This is an optimization exercise on Yosys and OpenROAD, whose aim is small area, not a production implementation. The RTL was checked by simulation tests, not by an equivalence proof against the original design. No activity file was given, so power comes from the tool's default toggle rates.

[design.v]
`timescale 1ns / 1ps
module cpu_instr_fetch(
input 			clk,
input 			rst,
input			start,
input			stop,
input[32:0]		start_addr,
input[127:0]	cpu_read_data,
input			cpu_read_ack,
input			generate_done,
output[32:0]	cpu_read_addr,
output			cpu_read_valid,
output[127:0]	segment_instruc,
output		 	segment_instruc_valid
);
localparam	SEGMENT_OPERATION 	= 3'b101;    
localparam	JUM_OPERATION		= 3'b111;       
localparam 	IDLE 			= 3'b000;              
localparam	GET_1ST_INSTRUC	= 3'b001;        
localparam  WAIT_GENERATE	= 3'b011;
localparam	GET_INSTRUC		= 3'b010;
localparam  JUDGE_INSTRUC	= 3'b110;
localparam	JUMP_COMPARE  	= 3'b100;
reg	[2:0]	cstate;
reg	[2:0]	nstate;
integer 	i;
reg			read_valid_temp;
reg [127:0]	read_data_temp;
wire		segment_en;	        
wire		jump_en;	          
wire [32:0]	jump_addr;	    
wire [3:0]	counter_num;    
wire [15:0] jump_times;	    
reg			read_en;
reg	 [32:0]	read_addr;
reg  [15:0] counter_jump[7:0]; 
assign 		cpu_read_addr   = read_addr;
assign 		cpu_read_valid	= read_en;
assign		segment_en 				= read_data_temp[127:125]==SEGMENT_OPERATION ? 1'b1:1'b0;
assign		segment_instruc 		= read_data_temp;
assign		segment_instruc_valid	= read_valid_temp;
assign		jump_en					= read_data_temp[127:125]==JUM_OPERATION ? 1'b1:1'b0;
reg  [32:0]	jump_addr_hold;
reg  [3:0]	counter_num_hold;
reg  [15:0]	jump_times_hold;
assign		jump_addr				= read_data_temp[127:125]==JUM_OPERATION ? read_data_temp[96:64]:jump_addr_hold;
assign		counter_num				= read_data_temp[127:125]==JUM_OPERATION ? read_data_temp[35:32]:counter_num_hold;
assign		jump_times				= read_data_temp[127:125]==JUM_OPERATION ? read_data_temp[15:0] :jump_times_hold;
always @(posedge clk)
	begin
		if(rst)
			begin
				jump_addr_hold		<= 'd0;
				counter_num_hold	<= 'd0;
				jump_times_hold		<= 'd0;
			end
		else
			begin
				jump_addr_hold		<= jump_addr;
				counter_num_hold	<= counter_num;
				jump_times_hold		<= jump_times;
			end
	end
wire		counter_ok	= ~counter_num[3];
wire [15:0]	counter_sel	= counter_ok ? counter_jump[counter_num[2:0]] : 16'd0;
always @(posedge clk)
	begin
		if(rst)
			cstate 	<= IDLE;
		else
			cstate	<= nstate;
	end
always @(*)
	begin
		case(cstate[2:0])
			IDLE:
				if(start)
					nstate 	=	GET_1ST_INSTRUC;
				else
					nstate	=	IDLE;
			GET_1ST_INSTRUC:
				if(cpu_read_ack)  
					nstate	=	WAIT_GENERATE;
				else
					nstate	=	GET_1ST_INSTRUC;
			WAIT_GENERATE:
				if(generate_done)  
					begin
					if(stop)
					nstate  =  IDLE;
					else
					nstate	=	GET_INSTRUC;
					end
				else
					nstate	=	WAIT_GENERATE;
			GET_INSTRUC:
				if(cpu_read_ack)
					nstate	=	JUDGE_INSTRUC;
				else
					nstate	=	GET_INSTRUC;
			JUDGE_INSTRUC:                
				if(segment_en)
					nstate	=	WAIT_GENERATE;
				else if(jump_en)
					nstate	=	JUMP_COMPARE;
				else
					nstate	=	IDLE;
			JUMP_COMPARE:
					nstate	=	GET_INSTRUC;
			default:
					nstate	=	IDLE;
		endcase
	end
always @(posedge clk)
	begin
		if(rst)
			begin
				for(i=0;i<8;i=i+1)
				begin
					counter_jump[i] <= 'd0;
				end
					read_en			<= 1'b0;
					read_addr		<= 'd0;
					read_data_temp	<= 'd0;
					read_valid_temp	<= 1'b0;
			end
		else case(cstate[2:0])
			IDLE:
				begin
				for(i=0;i<8;i=i+1)
				begin
					counter_jump[i] <='d0;
				end
					read_en		<= 1'b0;
					read_addr	<= 'd0;
				end
			GET_1ST_INSTRUC:
				begin
					read_addr	<= start_addr;
					read_en 	<= 1'b1;
					if(cpu_read_ack)
					read_data_temp	<= cpu_read_data;
					else
					read_data_temp	<= read_data_temp; 
					if(cpu_read_data[127:125]==SEGMENT_OPERATION)
					read_valid_temp	<= cpu_read_ack;     
					else
					read_valid_temp <= 1'b0;
				end
			WAIT_GENERATE:
				begin
					read_en 	<= 1'b0;
				if(generate_done)
					read_addr	<= read_addr+18'd16;   
				else
					read_addr	<= read_addr;
				end
			GET_INSTRUC:
				begin
					read_en 	<= 1'b1;
					if(cpu_read_ack)
					read_data_temp	<= cpu_read_data;
					else
					read_data_temp	<= read_data_temp; 
					if(cpu_read_data[127:125]==SEGMENT_OPERATION)
					read_valid_temp	<= cpu_read_ack;
					else
					read_valid_temp <= 1'b0;
				end
			JUDGE_INSTRUC:
				begin
					read_en 	<= 1'b0;
				if(jump_en)
				begin
					if(counter_num!=0 && counter_ok)
					counter_jump[counter_num[2:0]]<= counter_sel +16'd1;
					end
				end
			JUMP_COMPARE:
				begin
				if(counter_sel<jump_times)
					read_addr	<= jump_addr;
				else
					begin
					read_addr	<= read_addr+18'd16;
					if(counter_ok)
					counter_jump[counter_num[2:0]]<= 16'd0;
					end
				end
			endcase
	end
endmodule
`timescale 1ns / 1ps
module cpu_instr_excute(
	input			clk,
	input			rst,
	input [127:0]	instrcution,
	input 			instrc_valid,
	output			generate_done,
	input			axis_ready,
	output[31:0]	axis_data,
	output			axis_valid,
	output			axis_last
);
	wire[32:0]		ddr_address;
	wire[25:0]		buff_length;
	wire[15:0]		segment_times;
	wire			next_data;
	reg		[15:0]	segment_num;
	reg		[2:0]	data_num;
	reg		[31:0]	data_gen;
	reg				tvalid;
	reg		[32:0]	ddr_address_hold;
	reg		[25:0]	buff_length_hold;
	reg		[15:0]	segment_times_hold;
	assign	ddr_address		= instrc_valid ? instrcution[96:64]	:ddr_address_hold;
	assign	buff_length		= instrc_valid ? instrcution[57:32]	:buff_length_hold;
	assign	segment_times	= instrc_valid ? instrcution[19:4]	:segment_times_hold;
always @(posedge clk or posedge rst)
	begin
		if(rst)
			begin
			ddr_address_hold	<= 'd0;
			buff_length_hold	<= 'd0;
			segment_times_hold	<= 'd0;
			end
		else
			begin
			ddr_address_hold	<= ddr_address;
			buff_length_hold	<= buff_length;
			segment_times_hold	<= segment_times;
			end
	end
	assign	next_data 		= axis_ready&tvalid;		 
	assign	axis_last		= data_num==3'd7 ?1'b1:1'b0;
	assign	axis_data		= data_gen;
	assign	axis_valid		= tvalid&(~generate_done);	 
	assign	generate_done	= (segment_num>=segment_times)?1'b1:1'b0;
always @(posedge clk or posedge rst) 
	begin
		if(rst)
			tvalid <= 1'b0;
		else
			tvalid <= instrc_valid|(~generate_done&tvalid);
	end
always @(posedge clk or posedge rst)
	begin
		if(rst)
			begin
			data_num 		<='d0;
			segment_num		<='d0;
			end
		else if(generate_done)
			begin
			data_num 		<='d0;
			segment_num		<='d0;
			end
		else if(next_data)
			begin
			data_num 		<= data_num + 3'd1;
			if(data_num==3'd7)
			segment_num		<= segment_num+16'd1;
			else
			segment_num		<= segment_num;
			end
		else
			data_num 		<= data_num;
	end
always @(*)
	begin
		if(rst)
			data_gen <='d0;
		else case(data_num)
			3'd0:data_gen <=32'h80002000;
			3'd1:data_gen <=32'h0;
			3'd2:data_gen <=ddr_address[31:0];
			3'd3:data_gen <={31'd0,ddr_address[32]};
			3'd4:data_gen <=32'h0;
			3'd5:data_gen <=32'h0;
			3'd6:data_gen <={6'b000011,buff_length};
			3'd7:data_gen <=32'h0;
			default:data_gen <=32'h0;
		endcase
	end
endmodule
`timescale 1ns / 1ps
module cpu_top(
 		clk,
 		rst,
		start,
		stop,
	    start_addr,
		cpu_read_ack,  
        cpu_read_data,
		cpu_read_valid,
        cpu_read_addr,
        segment_instruc,
		segment_instruc_valid,
        axis_data,
        axis_valid,
        axis_last,
        axis_ready
    );
input 		        clk;
input 		        rst;
input		        start;
input		        stop;
input   [32:0]	    start_addr;
input   [127:0]     cpu_read_data;
input               cpu_read_ack;
output  [32:0]      cpu_read_addr;
output		        cpu_read_valid;
output  [127:0]     segment_instruc;
output		        segment_instruc_valid;
output  [31:0]      axis_data;
output              axis_valid;
output              axis_last;
input               axis_ready;
wire    [127:0]     segment_instruc;
wire    [32:0]      cpu_read_addr;  
wire                cpu_read_valid;
wire                generate_done;
cpu_instr_fetch  cpu_instr_fetch_inst (
    .clk                     ( clk                            ),
    .rst                     ( rst                            ),
    .start                   ( start                          ),
    .stop                    ( stop                           ),
    .start_addr              ( start_addr             [32:0]  ),
    .cpu_read_valid          ( cpu_read_valid                 ),
    .cpu_read_addr           ( cpu_read_addr          [32:0]  ),
    .cpu_read_data           ( cpu_read_data          [127:0] ),
    .cpu_read_ack            ( cpu_read_ack                   ),
    .generate_done           ( generate_done                  ),
    .segment_instruc         ( segment_instruc        [127:0] ),
    .segment_instruc_valid   ( segment_instruc_valid          )
);
cpu_instr_excute  cpu_instr_excute_inst (
    .clk                     ( clk                    ),
    .rst                     ( rst                   ),
    .instrcution             ( segment_instruc [127:0]),
    .instrc_valid            ( segment_instruc_valid  ),
    .axis_ready              ( axis_ready             ),
    .generate_done           ( generate_done          ),
    .axis_data               ( axis_data              ),
    .axis_valid              ( axis_valid             ),
    .axis_last               ( axis_last              )
);
endmodule
[run.sh]
#!/bin/bash
# synth_recipe.tcl (not shown) runs the flow's synth.tcl, then flattens the netlist and writes it again
# the make line also repeats each setting of config.mk as NAME=value (left out here)
make -C /OpenROAD-flow-scripts/flow DESIGN_CONFIG=/design/flow/config.mk WORK_HOME=/design/flow/orfs CLKGATE_MAP_FILE= SYNTH_SCRIPT=/design/flow/synth_recipe.tcl finish
[config.mk]
export PLATFORM = sky130hd
export DESIGN_NAME = cpu_top
export DESIGN_NICKNAME = cpu_top
export VERILOG_FILES = /design/flow/design.v
export SDC_FILE = /design/flow/constraint.sdc
export NUM_CORES = 4
export LEC_CHECK = 0
export CAP_MARGIN = 20
export CORE_MARGIN = 2
export CORE_UTILIZATION = 40
export SLEW_MARGIN = 20
[constraint.sdc]
create_clock -name core_clock -period 5.5 [get_ports {clk}]
set_input_delay 1.1000 -clock core_clock [delete_from_list [all_inputs] [get_ports {clk}]]
set_output_delay 1.1000 -clock core_clock [all_outputs]
set_load 0.01 [all_outputs]
==> flow_metrics.env <==
export IMPL_status="timing/DRC/antenna clean"
export IMPL_synth_area_per_cell_um2=9.41
export IMPL_place_gp_congestion=0.928
export IMPL_slowest_stage="mux2i_2"
export IMPL_ys_seq_area_share_pct=52.2
export IMPL_hold_violations=0
export IMPL_cts_tree="built"
export IMPL_synth_fa_ha_area_share_pct=2.40
export IMPL_rsz0062_at_grt="yes"
export IMPL_post_cts_buffers=0
export IMPL_max_vdd_ir_drop_v=0.000199
export IMPL_avgRoutedWirePerCell_um=23.2
export IMPL_synth_edf_count=128
export IMPL_synth_xor_area_share_pct=1.25
export IMPL_start_util_pct=40.5
export IMPL_cts_max_path_buffers=3
export IMPL_leakagePower_nw=10.5
export IMPL_relSlewSlack_pct=31.2
export IMPL_maxSlewViolCount=0
export IMPL_drt_total_wl_um=75800
export IMPL_areaGrowthSynthToFinish_pct=32.2
export IMPL_cts_root_buf="clkbuf_16"
export IMPL_powerDensity_mw_per_mm2=315
export IMPL_cp_end_kind="flop"
export IMPL_synth_top_family_by_area="simple AND/OR/NAND/NOR gates"
export IMPL_synthSimpleGateAreaFrac_pct=18.3
export IMPL_fin_ws_ps=189
export IMPL_muxShareOfSynthArea_pct=9.49
export IMPL_max_clock_freq_mhz=188
export IMPL_skew_ps=24.1
export IMPL_min_from="cpu_instr_fetch_inst.read_data_temp[30]"
export IMPL_cts_made_buffers=49
export IMPL_drv_cap=0
export IMPL_antenna_found_initial=1
export IMPL_critPathRequiredTime_ps=5940
export IMPL_first_pass_iters=7
export IMPL_slowest_delay_ps=590
export IMPL_row_count=82
export IMPL_syn_cell_area_mm2=0.0203
export IMPL_dp_slack_ps=138
export IMPL_cts_num_sinks=442
export IMPL_fin_cells=3264
export IMPL_setup_violations=0
export IMPL_die_h_um=229
export IMPL_crit_reg2reg_launch="cpu_instr_fetch_inst.read_data_temp[127]"
export IMPL_placedCellCount=3171
export IMPL_vias=17900
export IMPL_critical_path_max_fanout=17
export IMPL_path_clk_slew_ps=60
export IMPL_start_kind="flop"
export IMPL_insertion_delay_ps=600
export IMPL_crit_buf_inv=2
export IMPL_ys_types=77
export IMPL_drtAntennaViolNets=0
export IMPL_place_hpwl_um=56500
export IMPL_cpLargestDelayFamily="compound AO/OA/AOI/OAI gates"
export IMPL_grt_pass1_vias=17400
export IMPL_finalNetCount=2757
export IMPL_grt_overflow=0
export IMPL_whs_ps=454
export IMPL_synth_compound_area_share_pct=12.9
export IMPL_netlist_area_leader_share_pct=21.6
export IMPL_r2r_slack_ps=190
export IMPL_max_slew_worst_pin_slew_ps=1030
export IMPL_syn_inst=2158
export IMPL_grtUsageTotal_pct=28.1
export IMPL_ys_async_sr_fraction_pct=21.5
export IMPL_ys_flop_type="dfxtp_1"
export IMPL_grt_pass1_wl_um=112000
export IMPL_period_minus_slack_ps=5310
export IMPL_synthTopCellsByArea="dfxtp_1, edfxtp_1, dfrtp_1"
export IMPL_die_area_mm2=0.0526
export IMPL_core_area_mm2=0.0502
export IMPL_ys_seq_elements=442
export IMPL_finalCritPeriodShare_pct=96.6
export IMPL_synth_most_common_cell="nand2_1"
export IMPL_pin_count=364
export IMPL_yosys_top_cells_count="nand2_1, nor2_1, a21oi_1"
export IMPL_cts_resized_gates=0
export IMPL_cp_cell_sequence="nand3_2 > mux2i_2 > buf_4 > o221ai_1 > nor3_1 > ha_1 > a21o_1 > a21o_1 > a21oi_1 > o211ai_1 > a22oi_1 > buf_4 > or3_1 > o21ai_1 > nor2_1"
export IMPL_numPortBuffers=363
export IMPL_cp_arrival_ps=5750
export IMPL_h_tree_depth=2
export IMPL_critPathKind="reg -> reg"
export IMPL_fillerInstances=4488
export IMPL_grt_max_degree=130
export IMPL_synth_top_cell_by_area="dfxtp_1"
export IMPL_critical_path_startpoint="cpu_instr_fetch_inst.read_data_temp[127]"
export IMPL_post_route_drc_count=0
export IMPL_ys_warn_count=2
export IMPL_hold_buffers=0
export IMPL_vias_per_cell=5.48
export IMPL_min_path_type="reg -> reg"
export IMPL_drt_iter0_drc=1600
export IMPL_layout_drive_gt1_share_pct=10.5
export IMPL_die_width_um=229
## through the flow
stage	TNS (ps)	utilization [%]	instance area (µm²)	total power, W
finish	0	53.5	26900	0.00845
global route	-131	53.5	26900	0.00878
CTS	0	53.5	26800	0.00851
detailed placement	0	50.0	25100	0.00501
global placement	0	50.0	25100	0.00499
floorplan	0	-	20400	0.00437
## worst register-to-register path: stages (launching register included)
cell	delay [ps]
dfxtp_1	550
nand3_2	450
mux2i_2	590
buf_4	270
o221ai_1	160
nor3_1	480
ha_1	360
a21o_1	160
a21o_1	170
a21oi_1	200
o211ai_1	140
a22oi_1	300
buf_4	310
or3_1	360
o21ai_1	440
nor2_1	220
## placed cells by master (no fill, tap or decap), types with 35 or more instances in the layout
master / instances
nand2_1: 399
clkdlybuf4s50_1: 362
nor2_1: 240
a21oi_1: 226
dfxtp_1: 218
edfxtp_1: 128
mux2i_1: 110
dfrtp_1: 95
buf_4: 82
mux2_2: 71
nor3_1: 58
o21ai_0: 53
clkbuf_16: 51
inv_1: 49
ha_1: 39
nand3_1: 35
## final timing paths
path                                                                    to  cells past startpoint
worst max-delay path               cpu_instr_fetch_inst.counter_jump[6][4]                     15
min in group asynchronous       cpu_instr_excute_inst.ddr_address_hold[13]                      2
worst min register to register     cpu_instr_fetch_inst.read_data_temp[30]                      2
worst max register to register     cpu_instr_fetch_inst.counter_jump[6][4]                     15
max in group asynchronous       cpu_instr_excute_inst.ddr_address_hold[29]                      4
worst min-delay path               cpu_instr_fetch_inst.read_data_temp[30]                      2
## power by group
part	total, W	internal [W]	leakage, nW	switching [W]
Combinational	0.00120	0.000511	5.10	0.000692
Clock	0.00350	0.00210	0.854	0.00140
Sequential	0.00375	0.00359	4.52	0.000159
## final cells by class
class,count,area [µm²],share of cell area (%)
antenna,1,2.50,0.00932
clock buffer,66,1420,5.30
clock inverter,25,314,1.17
inverter,52,199,0.741
multi-input combinational,1556,9120,33.9
sequential,442,10600,39.5
tap,672,841,3.13
timing repair buffer,450,4350,16.2
## layer usage
layer	wire length, µm	track usage (%)	up-vias	share of wire, %
li1	-	-	8368	-
met1	31800	36.3	8736	42
met2	36900	47.8	638	49
met3	4430	4.51	129	5.8
met4	2660	9.74	0	3.5
met5	0	0	-	0
## cell families (layout without fill, tap and decap cells)
logic type | count (synthesis) | in the layout
flip-flops | 442 | 442
other | 1 | 17
buffers and inverters | 176 | 593
XOR/XNOR | 29 | 29
adder cells (fa/ha/maj) | 39 | 39
AO/OA/AOI/OAI | 434 | 434
multiplexers | 183 | 183
AND/OR/NAND/NOR | 854 | 855
## registers in the layout (all words and copies together) (netlist names)
name / flops
cpu_instr_excute_inst.buff_length_hold: 26
cpu_instr_excute_inst.data_num: 3
cpu_instr_excute_inst.ddr_address_hold: 33
cpu_instr_excute_inst.segment_num: 16
cpu_instr_excute_inst.segment_times_hold: 16
cpu_instr_excute_inst.tvalid: 1
cpu_instr_fetch_inst.counter_jump: 128
cpu_instr_fetch_inst.counter_num_hold: 4
cpu_instr_fetch_inst.cstate: 3
cpu_instr_fetch_inst.jump_addr_hold: 33
cpu_instr_fetch_inst.jump_times_hold: 16
cpu_instr_fetch_inst.read_addr: 33
cpu_instr_fetch_inst.read_data_temp: 128
cpu_instr_fetch_inst.read_en: 1
cpu_instr_fetch_inst.read_valid_temp: 1

==> separate check: timing with driven ports <==
The flow's constraints put no driver on any port. The routed layout listed below was extracted and timed again, unchanged, in two steps. Step 1 assumes that a clkbuf_16 drives the clock port and a buf_2 every other input. Step 2, shift: input delay + t, output delay - t, t = (earliest + latest rising clock arrival at the registers) / 2. This alone moves slack from input paths to output paths. a / b / c = ideal ports / drivers / drivers and shift; a / b = the first two.
t, ns: 0.649
setup WS [ns]: 0.189 / 0.189 / 0.189
latest minus earliest clock arrival (ns): 0.025 / 0.025
cell pins on the clock port's net: 1
After both steps setup and hold are still met in this run. For this run, drivers alone change the setup slack by 0.000 ns; drivers and shift together by 0.000 ns.
